Source: an optimization exercise on an open RTL-to-GDS flow (aim: small area). Production flows keep margins and buffers that such runs may drop. Function was checked by simulation only, so behaviour that the tests miss may differ from the original. Power figures rest on the tool's default switching activity, not on a simulated workload.

==> willow: inputs <==
==> flow/design.v <==
module DFF_pos (D, CLK, Q);
input [31:0]D;
input CLK;
output reg [31:0] Q;
always @(posedge CLK)
     Q <= D; 
endmodule 
module RF_32 (Ra,Rb,Add,CLK,D,RD_en,WR_en,Qa,Qb);
input [4:0] Ra, Rb, Add;
input [31:0]  D;
input RD_en,CLK,WR_en;
output [31:0]  Qa,Qb;
reg  [31:0] w_d;
reg  [4:0]  w_add;
reg         w_en;
always @(posedge CLK)
begin
    w_d   <= D;
    w_add <= Add;
    w_en  <= WR_en;
end
reg [1023:0] q_reg;
wire [31:0] w_sel = w_en ? (32'b1 << w_add) : 32'b0;
genvar i, b;
generate
    for (i = 0; i < 32; i = i + 1) begin : regs
        always @(posedge CLK)
            if (w_sel[i])
                q_reg[32*i +: 32] <= w_d;
    end
endgenerate
wire [31:0] sel_a = RD_en ? (32'b1 << Ra) : 32'b0;
wire [31:0] sel_b = RD_en ? (32'b1 << Rb) : 32'b0;
generate
    for (b = 0; b < 32; b = b + 1) begin : rd
        wire [31:0] col;
        for (i = 0; i < 32; i = i + 1) begin : c
            assign col[i] = q_reg[32*i + b];
        end
        RD_bit rda (.sel(sel_a), .col(col), .q(Qa[b]));
        RD_bit rdb (.sel(sel_b), .col(col), .q(Qb[b]));
    end
endgenerate
endmodule
module RD_bit (sel, col, q);
input [31:0] sel, col;
output q;
wire [9:0]  g_n;
wire [2:0]  p;
genvar k;
generate
    for (k = 0; k < 10; k = k + 1) begin : g
        AOI3 aoi (.s(sel[3*k +: 3]), .d(col[3*k +: 3]), .y(g_n[k]));
    end
endgenerate
NAND4 n0 (.a(g_n[3:0]), .y(p[0]));
NAND4 n1 (.a(g_n[7:4]), .y(p[1]));
TAIL n2 (.g(g_n[9:8]), .s(sel[31:30]), .d(col[31:30]), .y(p[2]));
assign q = |p;
endmodule
module AOI3 (s, d, y);
input [2:0] s, d;
output y;
assign y = ~((s[0] & d[0]) | (s[1] & d[1]) | (s[2] & d[2]));
endmodule
module TAIL (g, s, d, y);
input [1:0] g, s, d;
output y;
assign y = ~(g[0] & g[1] & ~((s[0] & d[0]) | (s[1] & d[1])));
endmodule
module NAND4 (a, y);
input [3:0] a;
output y;
assign y = ~&a;
endmodule
==> flow/flow/run.sh <==
#!/bin/bash
# Standard ORFS layout (the standard.sh, unchanged synthesis), with these changes:
# - the port buffers use the smallest buffer cell (buf_1);
# - after the placement repair, gates that were upsized but drive only a buffer
#   are returned to their smallest size (flow/fix.tcl);
# - clock tree synthesis uses small clkbuf_4 cluster buffers, without dummy loads.
# All tool output goes to the ORFS logs under orfs/logs and to standard_make.log.
set -euo pipefail
bash standard.sh \
  "BUFFER_PORTS_ARGS=-buffer_cell sky130_fd_sc_hd__buf_1" \
  "POST_RESIZE_TCL=$PWD/flow/fix.tcl" \
  "CTS_ARGS=-sink_clustering_enable -repair_clock_nets -dont_use_dummy_load -buf_list sky130_fd_sc_hd__clkbuf_4 -sink_clustering_size 8 -sink_clustering_max_diameter 40" \
  finish > standard_make.log 2>&1
==> flow/flow/fix.tcl <==
# Area recovery after placement repair: a logic gate that was upsized but now
# drives only a single buffer goes back to its smallest size, and oversized
# buffers go down to buf_4. repair_design then fixes any slew this causes.
proc my_fix_sizes {} {
  set block [ord::get_db_block]
  set nd 0
  set nb 0
  foreach inst [$block getInsts] {
    set m [[$inst getMaster] getName]
    if {[regexp {^(sky130_fd_sc_hd__(nor|nand|and|or|a2|o2|a3|o3|inv|mux)[a-z0-9_]*)_([248])$} $m -> base]} {
      if {[string match *buf* $m]} { continue }
      foreach it [$inst getITerms] {
        if {![$it isOutputSignal]} { continue }
        set net [$it getNet]
        if {$net eq "NULL"} { continue }
        set sinks 0
        set allbuf 1
        foreach t [$net getITerms] {
          if {[$t isInputSignal]} {
            incr sinks
            if {![string match *__buf_* [[[$t getInst] getMaster] getName]]} { set allbuf 0 }
          }
        }
        if {[llength [$net getBTerms]] > 0} { set allbuf 0 }
        if {$sinks == 1 && $allbuf} {
          replace_cell [$inst getName] ${base}_1
          incr nd
        }
      }
    } elseif {[regexp {^sky130_fd_sc_hd__buf_(6|8|12|16)$} $m]} {
      replace_cell [$inst getName] sky130_fd_sc_hd__buf_4
      incr nb
    }
  }
  puts "my_fix_sizes: downsized $nd gates driving one buffer, $nb large buffers"
}

my_fix_sizes
==> flow/standard.sh <==
#!/bin/bash
# synth_recipe.tcl (not shown) runs the flow's synth.tcl, then flattens the netlist and writes it again
# the make line also repeats each setting of config.mk as NAME=value (left out here)
make -C /OpenROAD-flow-scripts/flow DESIGN_CONFIG=/design/flow/config.mk WORK_HOME=/design/flow/orfs CLKGATE_MAP_FILE= SYNTH_SCRIPT=/design/flow/synth_recipe.tcl "${@:-finish}"
==> flow/config.mk <==
export PLATFORM = sky130hd
export DESIGN_NAME = RF_32
export DESIGN_NICKNAME = RF_32
export VERILOG_FILES = /design/flow/design.v
export SDC_FILE = /design/flow/constraint.sdc
export NUM_CORES = 4
export LEC_CHECK = 0
export CAP_MARGIN = 20
export CORE_MARGIN = 2
export CORE_UTILIZATION = 80
export SLEW_MARGIN = 20
export SYNTH_HIERARCHICAL = 1
==> flow/constraint.sdc <==
create_clock -name core_clock -period 10.0 [get_ports {CLK}]
set_input_delay 2.0000 -clock core_clock [delete_from_list [all_inputs] [get_ports {CLK}]]
set_output_delay 2.0000 -clock core_clock [all_outputs]
set_load 0.01 [all_outputs]
==> onyx (differences from willow) <==
--- a/flow/flow/run.sh
+++ b/flow/flow/run.sh
@@ -9,5 +9,5 @@
 bash standard.sh \
   "BUFFER_PORTS_ARGS=-buffer_cell sky130_fd_sc_hd__buf_1" \
   "POST_RESIZE_TCL=$PWD/flow/fix.tcl" \
-  "CTS_ARGS=-sink_clustering_enable -repair_clock_nets -dont_use_dummy_load -buf_list sky130_fd_sc_hd__clkbuf_4 -sink_clustering_size 8 -sink_clustering_max_diameter 40" \
+  "CTS_ARGS=-sink_clustering_enable -repair_clock_nets -dont_use_dummy_load -buf_list sky130_fd_sc_hd__clkbuf_4 -sink_clustering_size 10 -sink_clustering_max_diameter 50" \
   finish > standard_make.log 2>&1
CORE_UTILIZATION = 70   (was 80)
==> juniper (differences from willow) <==
--- a/flow/design.v
+++ b/flow/design.v
@@ -45,31 +45,18 @@
 module RD_bit (sel, col, q);
 input [31:0] sel, col;
 output q;
-wire [9:0]  g_n;
-wire [2:0]  p;
+wire [10:0] g_n;
 genvar k;
 generate
     for (k = 0; k < 10; k = k + 1) begin : g
         AOI3 aoi (.s(sel[3*k +: 3]), .d(col[3*k +: 3]), .y(g_n[k]));
     end
 endgenerate
-NAND4 n0 (.a(g_n[3:0]), .y(p[0]));
-NAND4 n1 (.a(g_n[7:4]), .y(p[1]));
-TAIL n2 (.g(g_n[9:8]), .s(sel[31:30]), .d(col[31:30]), .y(p[2]));
-assign q = |p;
+assign g_n[10] = ~((sel[30] & col[30]) | (sel[31] & col[31]));
+assign q = ~&g_n;
 endmodule
 module AOI3 (s, d, y);
 input [2:0] s, d;
 output y;
 assign y = ~((s[0] & d[0]) | (s[1] & d[1]) | (s[2] & d[2]));
 endmodule
-module TAIL (g, s, d, y);
-input [1:0] g, s, d;
-output y;
-assign y = ~(g[0] & g[1] & ~((s[0] & d[0]) | (s[1] & d[1])));
-endmodule
-module NAND4 (a, y);
-input [3:0] a;
-output y;
-assign y = ~&a;
-endmodule
==> flow/run.sh (new file) <==
#!/bin/bash
# synth_recipe.tcl (not shown) runs the flow's synth.tcl, then flattens the netlist and writes it again
# the make line also repeats each setting of config.mk as NAME=value (left out here)
make -C /OpenROAD-flow-scripts/flow DESIGN_CONFIG=/design/flow/config.mk WORK_HOME=/design/flow/orfs CLKGATE_MAP_FILE= SYNTH_SCRIPT=/design/flow/synth_recipe.tcl finish
CORE_UTILIZATION = 45   (was 80)
removed: flow/flow/run.sh
removed: flow/flow/fix.tcl
removed: flow/standard.sh
==> comparison table <==
|  | willow | onyx | juniper |
|---|---|---|---|
| Result of the run | timing/DRC/antenna clean | timing/DRC/antenna clean | timing/DRC/antenna clean |
| GP Congestion | 0.974 | 0.937 | 0.927 |
| Relative contribution of the clock network to total power | 28.1% | 25.8% | 42.3% |
| Post-synthesis sequential area ratio | 77.6% | 77.6% | 77.0% |
| Met2 routing resource usage after global routing | 77.5% | 70.1% | 45.9% |
| Row Count | 82 | 88 | 110 |
| Max H-tree Level | 4 | 3 | 3 |
| Tap cells | 672 | 765 | 1176 |
| Fin nets | 2552 | 2517 | 2516 |
| Number of ordinary and repair buffers in the finished layout | 193 | 194 | 201 |
| Switch Pwr | 1670 uW | 1600 uW | 2000 uW |
| Worst stage delay on the critical path | 0.84 ns | 0.80 ns | 0.95 ns |
| Area taken by flip-flops and latches | 31500 sq um | 31500 sq um | 31500 sq um |
| All-Layer GR Usage | 56.4% | 48.5% | 30.3% |

-- re-timing with driven ports --
How much do the figures lean on ideal ports? The routed layouts below were timed once more, with nothing changed but the port constraints.
Step 1 (the two cells are an assumption about what drives the block):
set clk [get_ports {CLK}]
set_driving_cell -lib_cell sky130_fd_sc_hd__clkbuf_16 $clk
set_driving_cell -lib_cell sky130_fd_sc_hd__buf_2 [delete_from_list [all_inputs] $clk]
Step 2, shift: input delay + t, output delay - t, t = (earliest + latest rising clock arrival at the registers) / 2. This alone moves slack from input paths to output paths.
Three values: no drivers, after step 1, after step 2; two values: the first two.
run	shift t [ns]	setup WS [ns]	worst hold slack (ns)	worst setup path after step 2	clock arrival spread, ns
willow	1.165	2.393 / 2.361 / 2.361	0.756 / 0.756 / 0.756	input to output	0.100 / 0.101
onyx	1.022	2.722 / 2.698 / 2.698	0.780 / 0.780 / 0.780	input to output	0.091 / 0.091
juniper	0.729	1.989 / 1.846 / 1.846	0.743 / 0.743 / 0.743	input to output	0.027 / 0.028
After both steps setup and hold are still met in every run listed. For juniper, which loses most, drivers alone change the setup slack by -0.143 ns; drivers and shift together by -0.143 ns.
